What follows belongs to an exercise in optimizing a design on an open flow for small area; a production flow would make more cautious choices. At most, simulation tests tie the RTL to the original design; equivalence was not proved. Power and IR drop assume default switching activity.

==> inputs of job 5423 <==
Design Pipeline_CPU, start of the top module:
module Pipeline_CPU(
    input clk,
    input rst,
    input[31:0] Data_in,
    input[31:0] inst_IF,
    output[31:0] PC_out_IF,
    output[31:0] PC_out_ID,
    output[31:0] inst_ID,
    output[31:0] PC_out_EX,
    output       MemRW_Ex,
    output       MemRW_Mem,
    output[31:0] Addr_out,
    output[31:0] Data_out,
    output[31:0] Data_out_WB
);
clock: 6.3 ns
lec_check: 0
cap_margin: 20
core_margin: 2
core_utilization: 60
gpl_timing_driven: 0
setup_slack_margin: 0.1
slew_margin: 20
synth_hierarchical: 1
standard.sh (not shown) runs the stock make flow with config.mk's settings and CLKGATE_MAP_FILE= SYNTH_SCRIPT=/design/flow/synth_recipe.tcl, a recipe that flattens the netlist after the stock synthesis.
==> flow/flow/run.sh <==
#!/bin/bash
# Layout flow: the standard flow (standard.sh), with the port buffers
# made from the smallest buffer cell and the clock tree built without
# dummy loads.  Each step's full log is under orfs/logs; the output of
# standard.sh itself goes to standard.log.
set -e
export BUFFER_PORTS_ARGS="-buffer_cell sky130_fd_sc_hd__buf_1"
export CTS_ARGS="-sink_clustering_enable -repair_clock_nets -buf_list "sky130_fd_sc_hd__clkbuf_8" -sink_clustering_size 16 -sink_clustering_max_diameter 50 -dont_use_dummy_load"
bash standard.sh > standard.log 2>&1
==> job 4947: changes against job 5423 <==
--- a/flow/design.v
+++ b/flow/design.v
@@ -131,60 +131,13 @@
             rf_rbit r1(.d(col), .s(sel1), .y(Rs1_data[b]));
             rf_rbit r2(.d(col), .s(sel2), .y(Rs2_data[b]));
         end
     endgenerate
 endmodule
 module rf_rbit(input [31:1] d, input [31:1] s, output y);
-    wire [10:0] t;
-    genvar i;
-    generate
-        for (i = 0; i < 10; i = i + 1) begin : g
-            cell_aoi222 u(.a1(d[3*i+1]), .a2(s[3*i+1]), .b1(d[3*i+2]), .b2(s[3*i+2]),
-                          .c1(d[3*i+3]), .c2(s[3*i+3]), .y(t[i]));
-        end
-    endgenerate
-    cell_nand2 u10(.a(d[31]), .b(s[31]), .y(t[10]));
-    wire u0, u1, u2;
-    cell_nand4 n0(.a(t[0]), .b(t[1]), .c(t[2]), .d(t[3]), .y(u0));
-    cell_nand4 n1(.a(t[4]), .b(t[5]), .c(t[6]), .d(t[7]), .y(u1));
-    cell_nand3 n2(.a(t[8]), .b(t[9]), .c(t[10]), .y(u2));
-    cell_or3 o(.a(u0), .b(u1), .c(u2), .y(y));
-endmodule
-module cell_aoi222(input a1, a2, b1, b2, c1, c2, output y);
-    assign y = ~((a1 & a2) | (b1 & b2) | (c1 & c2));
-endmodule
-module cell_nand2(input a, b, output y);
-    assign y = ~(a & b);
-endmodule
-module cell_nand3(input a, b, c, output y);
-    assign y = ~(a & b & c);
-endmodule
-module cell_nand4(input a, b, c, d, output y);
-    assign y = ~(a & b & c & d);
-endmodule
-module cell_or3(input a, b, c, output y);
-    assign y = a | b | c;
-endmodule
-module cell_inv(input a, output y);
-    assign y = ~a;
-endmodule
-module cell_nor2(input a, b, output y);
-    assign y = ~(a | b);
-endmodule
-module cell_xor2(input a, b, output y);
-    assign y = a ^ b;
-endmodule
-module cell_aoi22(input a1, a2, b1, b2, output y);
-    assign y = ~((a1 & a2) | (b1 & b2));
-endmodule
-module cell_mux2i(input a0, a1, s, output y);
-    assign y = ~(s ? a1 : a0);
-endmodule
-module cell_ha(input a, b, output c, output s);
-    assign c = a & b;
-    assign s = a ^ b;
+    assign y = |(d & s);
 endmodule
 module ImmGen(
   input [3:0]   ImmType,      
   input [31:2]  inst_field,
   output [31:0] Imm_out
 );
@@ -372,100 +325,41 @@
     assign inst_out_IDEX = {ir[31:3], ~ir[2]};
 endmodule
 module ALU (
   input [31:0]  A,
   input [31:0]  B,
   input [3:0]   ALU_operation,
-  output [31:0] res
+  output reg [31:0] res
 );
-  wire [3:0] op = ALU_operation;
-  wire sub = op[2] & (op[3] | op[0]);
-  wire c_and = op[3:1] == 3'b000;                    
-  wire c_xor = op[3:2] == 2'b00 & (op[1] | op[0]);   
-  wire s_sum = op[3:2] == 2'b01;
-  wire s_sr  = op[3:2] == 2'b10 & op[0];
-  wire s_sl  = op[3:2] == 2'b10 & ~op[0];
-  wire s_lt  = op[3:2] == 2'b11;
-  wire [31:0] g, p, sum;
+  wire sub = ALU_operation[3] | ALU_operation[0];
+  wire [31:0] Bx = B ^ {32{sub}};
+  wire [31:0] sum;
   wire co;
-  genvar i;
-  generate
-    for (i = 0; i < 32; i = i + 1) begin : pg
-      wire bx;
-      cell_xor2 x(.a(B[i]), .b(sub), .y(bx));
-      cell_ha h(.a(A[i]), .b(bx), .c(g[i]), .s(p[i]));
-    end
-  endgenerate
-  alu_carry carry(.p(p), .g(g), .ci(sub), .s(sum), .co(co));
-  wire lt = op[0] ? ~co : (p[31] ? sum[31] : A[31]);
-  wire lt_n;
-  cell_nand2 ltn(.a(s_lt), .b(lt), .y(lt_n));
-  wire [31:0] sr;
-  alu_shift shifter(.A(A), .s(B[4:0]), .left(~op[0]), .sr(sr));
-  generate
-    for (i = 0; i < 32; i = i + 1) begin : rb
-      wire n1, n2;
-      cell_aoi22 l(.a1(c_and), .a2(g[i]), .b1(c_xor), .b2(p[i]), .y(n1));
-      cell_aoi222 m(.a1(s_sum), .a2(sum[i]), .b1(s_sr), .b2(sr[i]), .c1(s_sl), .c2(sr[31-i]), .y(n2));
-      if (i == 0) begin : b0
-        cell_nand3 o(.a(n1), .b(n2), .c(lt_n), .y(res[i]));
-      end else begin : bn
-        cell_nand2 o(.a(n1), .b(n2), .y(res[i]));
-      end
-    end
-  endgenerate
-endmodule
-module alu_carry(
-  input  [31:0] p,
-  input  [31:0] g,
-  input         ci,
-  output [31:0] s,
-  output        co
-);
-  reg [31:0] pp, gg;
-  integer i, j;
-  always @* begin
-    pp = p;
-    gg = g;
-    gg[0] = gg[0] | (pp[0] & ci);
-    for (i = 1; i <= 5; i = i + 1)
-      for (j = 2**i - 1; j < 32; j = j + 2**i) begin
-        gg[j] = gg[j] | (pp[j] & gg[j - 2**(i-1)]);
-        pp[j] = pp[j] & pp[j - 2**(i-1)];
-      end
-    for (i = 5; i > 0; i = i - 1)
-      for (j = 2**i + 2**(i-1) - 1; j < 32; j = j + 2**i) begin
-        gg[j] = gg[j] | (pp[j] & gg[j - 2**(i-1)]);
-        pp[j] = pp[j] & pp[j - 2**(i-1)];
-      end
+  add_32 adder(.a(A), .b(Bx), .ci(sub), .c(sum), .co(co));
+  wire ltu = ~co;
+  wire lt = (A[31] ^ B[31]) ? A[31] : sum[31];
+  wire left = ~ALU_operation[0];
+  function [31:0] rev(input [31:0] x);
+    integer j;
+    for (j = 0; j < 32; j = j + 1) rev[j] = x[31-j];
+  endfunction
+  wire [31:0] sh_in = left ? rev(A) : A;
+  wire [31:0] sh = sh_in >> B[4:0];
+  wire [31:0] sh_out = left ? rev(sh) : sh;
+  always @(*) begin
+    case (ALU_operation[3:2])
+      2'b00: case (ALU_operation[1:0])
+               2'b00: res = A & B;
+               2'b01: res = A | B;
+               default: res = A ^ B;
+             endcase
+      2'b01: res = sum;
+      2'b10: res = sh_out;
+      default: res = {31'b0, ALU_operation[0] ? ltu : lt};
+    endcase
   end
-  assign s = p ^ {gg[30:0], ci};
-  assign co = gg[31];
-endmodule
-module alu_shift(input [31:0] A, input [4:0] s, input left, output [31:0] sr);
-  wire [31:0] v [0:5];
-  wire [4:0] sn;
-  genvar i, k;
-  generate
-    for (i = 0; i < 32; i = i + 1) begin : r
-      cell_mux2i m(.a0(A[i]), .a1(A[31-i]), .s(left), .y(v[0][i]));   
-    end
-    for (k = 0; k < 5; k = k + 1) begin : st
-      cell_inv si(.a(s[k]), .y(sn[k]));
-      for (i = 0; i < 32; i = i + 1) begin : b
-        if (i + 2**k < 32) begin : m
-          cell_mux2i m(.a0(v[k][i]), .a1(v[k][i + 2**k]), .s(s[k]), .y(v[k+1][i]));
-        end else if (k % 2 == 0) begin : z
-          cell_nor2 z(.a(s[k]), .b(v[k][i]), .y(v[k+1][i]));
-        end else begin : z
-          cell_nand2 z(.a(sn[k]), .b(v[k][i]), .y(v[k+1][i]));
-        end
-      end
-    end
-  endgenerate
-  assign sr = v[5];
 endmodule
 module Pipeline_Ex(
     input [31:0] PC_in_EX,
     input [31:0] Rs1_in_EX,
     input [31:0] Rs2_in_EX,
     input [31:0] Imm_in_EX,
@@ -584,24 +478,13 @@
     input PCtoReg_in_WB,
     input [31:0] ALU_in_WB,
     input [31:0] DMem_data_WB,
     input [31:0] PC4_in_WB,
     output [31:0] Data_out_WB
 );
-wire s_mem = MemtoReg_in_WB;
-wire s_pc = ~MemtoReg_in_WB & PCtoReg_in_WB;
-wire s_alu = ~MemtoReg_in_WB & ~PCtoReg_in_WB;
-genvar i;
-generate
-    for (i = 0; i < 32; i = i + 1) begin : m
-        wire n;
-        cell_aoi222 u(.a1(s_mem), .a2(DMem_data_WB[i]), .b1(s_pc), .b2(PC4_in_WB[i]),
-                      .c1(s_alu), .c2(ALU_in_WB[i]), .y(n));
-        cell_inv v(.a(n), .y(Data_out_WB[i]));
-    end
-endgenerate
+assign Data_out_WB = MemtoReg_in_WB ? DMem_data_WB : PCtoReg_in_WB ? PC4_in_WB : ALU_in_WB;
 endmodule
 module Pipeline_CPU(
     input clk,
     input rst,
     input[31:0] Data_in,
     input[31:0] inst_IF,
Settings changed: SETUP_SLACK_MARGIN 0.1 to 0.15.
==> summary of the runs <==
- Job 4947 finished but failed the layout checks on setup timing. Job 5423 completed without violations.
- Via count: job 4947 is higher than job 5423 (10%).
- In flip-flop and latch count, job 4947 and job 5423 do not differ.
- Between job 5423 and job 4947, the lower utilization is in job 4947 (gap 0.23 points).
- First-iteration DRC count: job 5423 is higher than job 4947 (24%).
- Between job 4947 and job 5423, the lower clock power is in job 4947 (gap about 4%, measured against job 5423).
- In job 4947 the cell area is higher than in job 5423, by about 7%.
- Between job 5423 and job 4947, the lower die area is in job 5423 (gap about 7%, measured against job 4947).
==> figures <==
quantity                                                                   job 5423                    job 4947
Dpl hpwl                                                                     154 mm                      174 mm
Total wire length after detailed routing                                     221 mm                      240 mm
Fill cell count                                                               6,360                       7,182
Clock insertion delay at the later pin of the skew report                    880 ps                      870 ps
Routability congestion estimate from global placement                         0.976                        1.08
Outcome                                                    timing/DRC/antenna clean  complete, but fails checks
Reasons for failing layout checks                                                 -                setup timing
Met2 WL post-DR                                                             95.8 mm                     99.8 mm
Met3 routing resource usage after global routing                              0.173                       0.142
Worst r2r src                                              ID_reg_Ex.Rs2_lo_IDEX[3]    ID_reg_Ex.Rs2_lo_IDEX[1]
Maximum clock frequency                                                   0.163 GHz                   0.155 GHz
Wire length per cell after detailed routing                                 40.7 um                     38.0 um
Area growth syn-to-layout                                                     14.1%                       13.2%
Syn Nets                                                                      3,780                       4,643
Post-route cell area                                                    0.0666 mm^2                 0.0713 mm^2
Sequential cell area                                                    0.0401 mm^2                 0.0401 mm^2
Num tapcells                                                                  1,276                       1,380
Function not checked in job 4947: the RTL went through the layout flow alone.

## what the ideal ports hide
In the flow no input, the clock included, has a driving cell. The finished layouts below were timed again as built, in two steps. Step 1 assumes that a clkbuf_16 drives the clock port and a buf_2 every other input. Step 2, shift: input delay + t, output delay - t, t = (earliest + latest rising clock arrival at the registers) / 2. This alone moves slack from input paths to output paths. Three values: ideal, step 1, step 2; two values: the first two.
run	shift t [ns]	setup WS [ns]	worst hold slack (ns)
job 5423	0.901	0.157 / 0.157 / 0.157	0.323 / 0.323 / 0.323
job 4947	0.891	-0.152 / -0.152 / -0.152	0.332 / 0.332 / 0.332
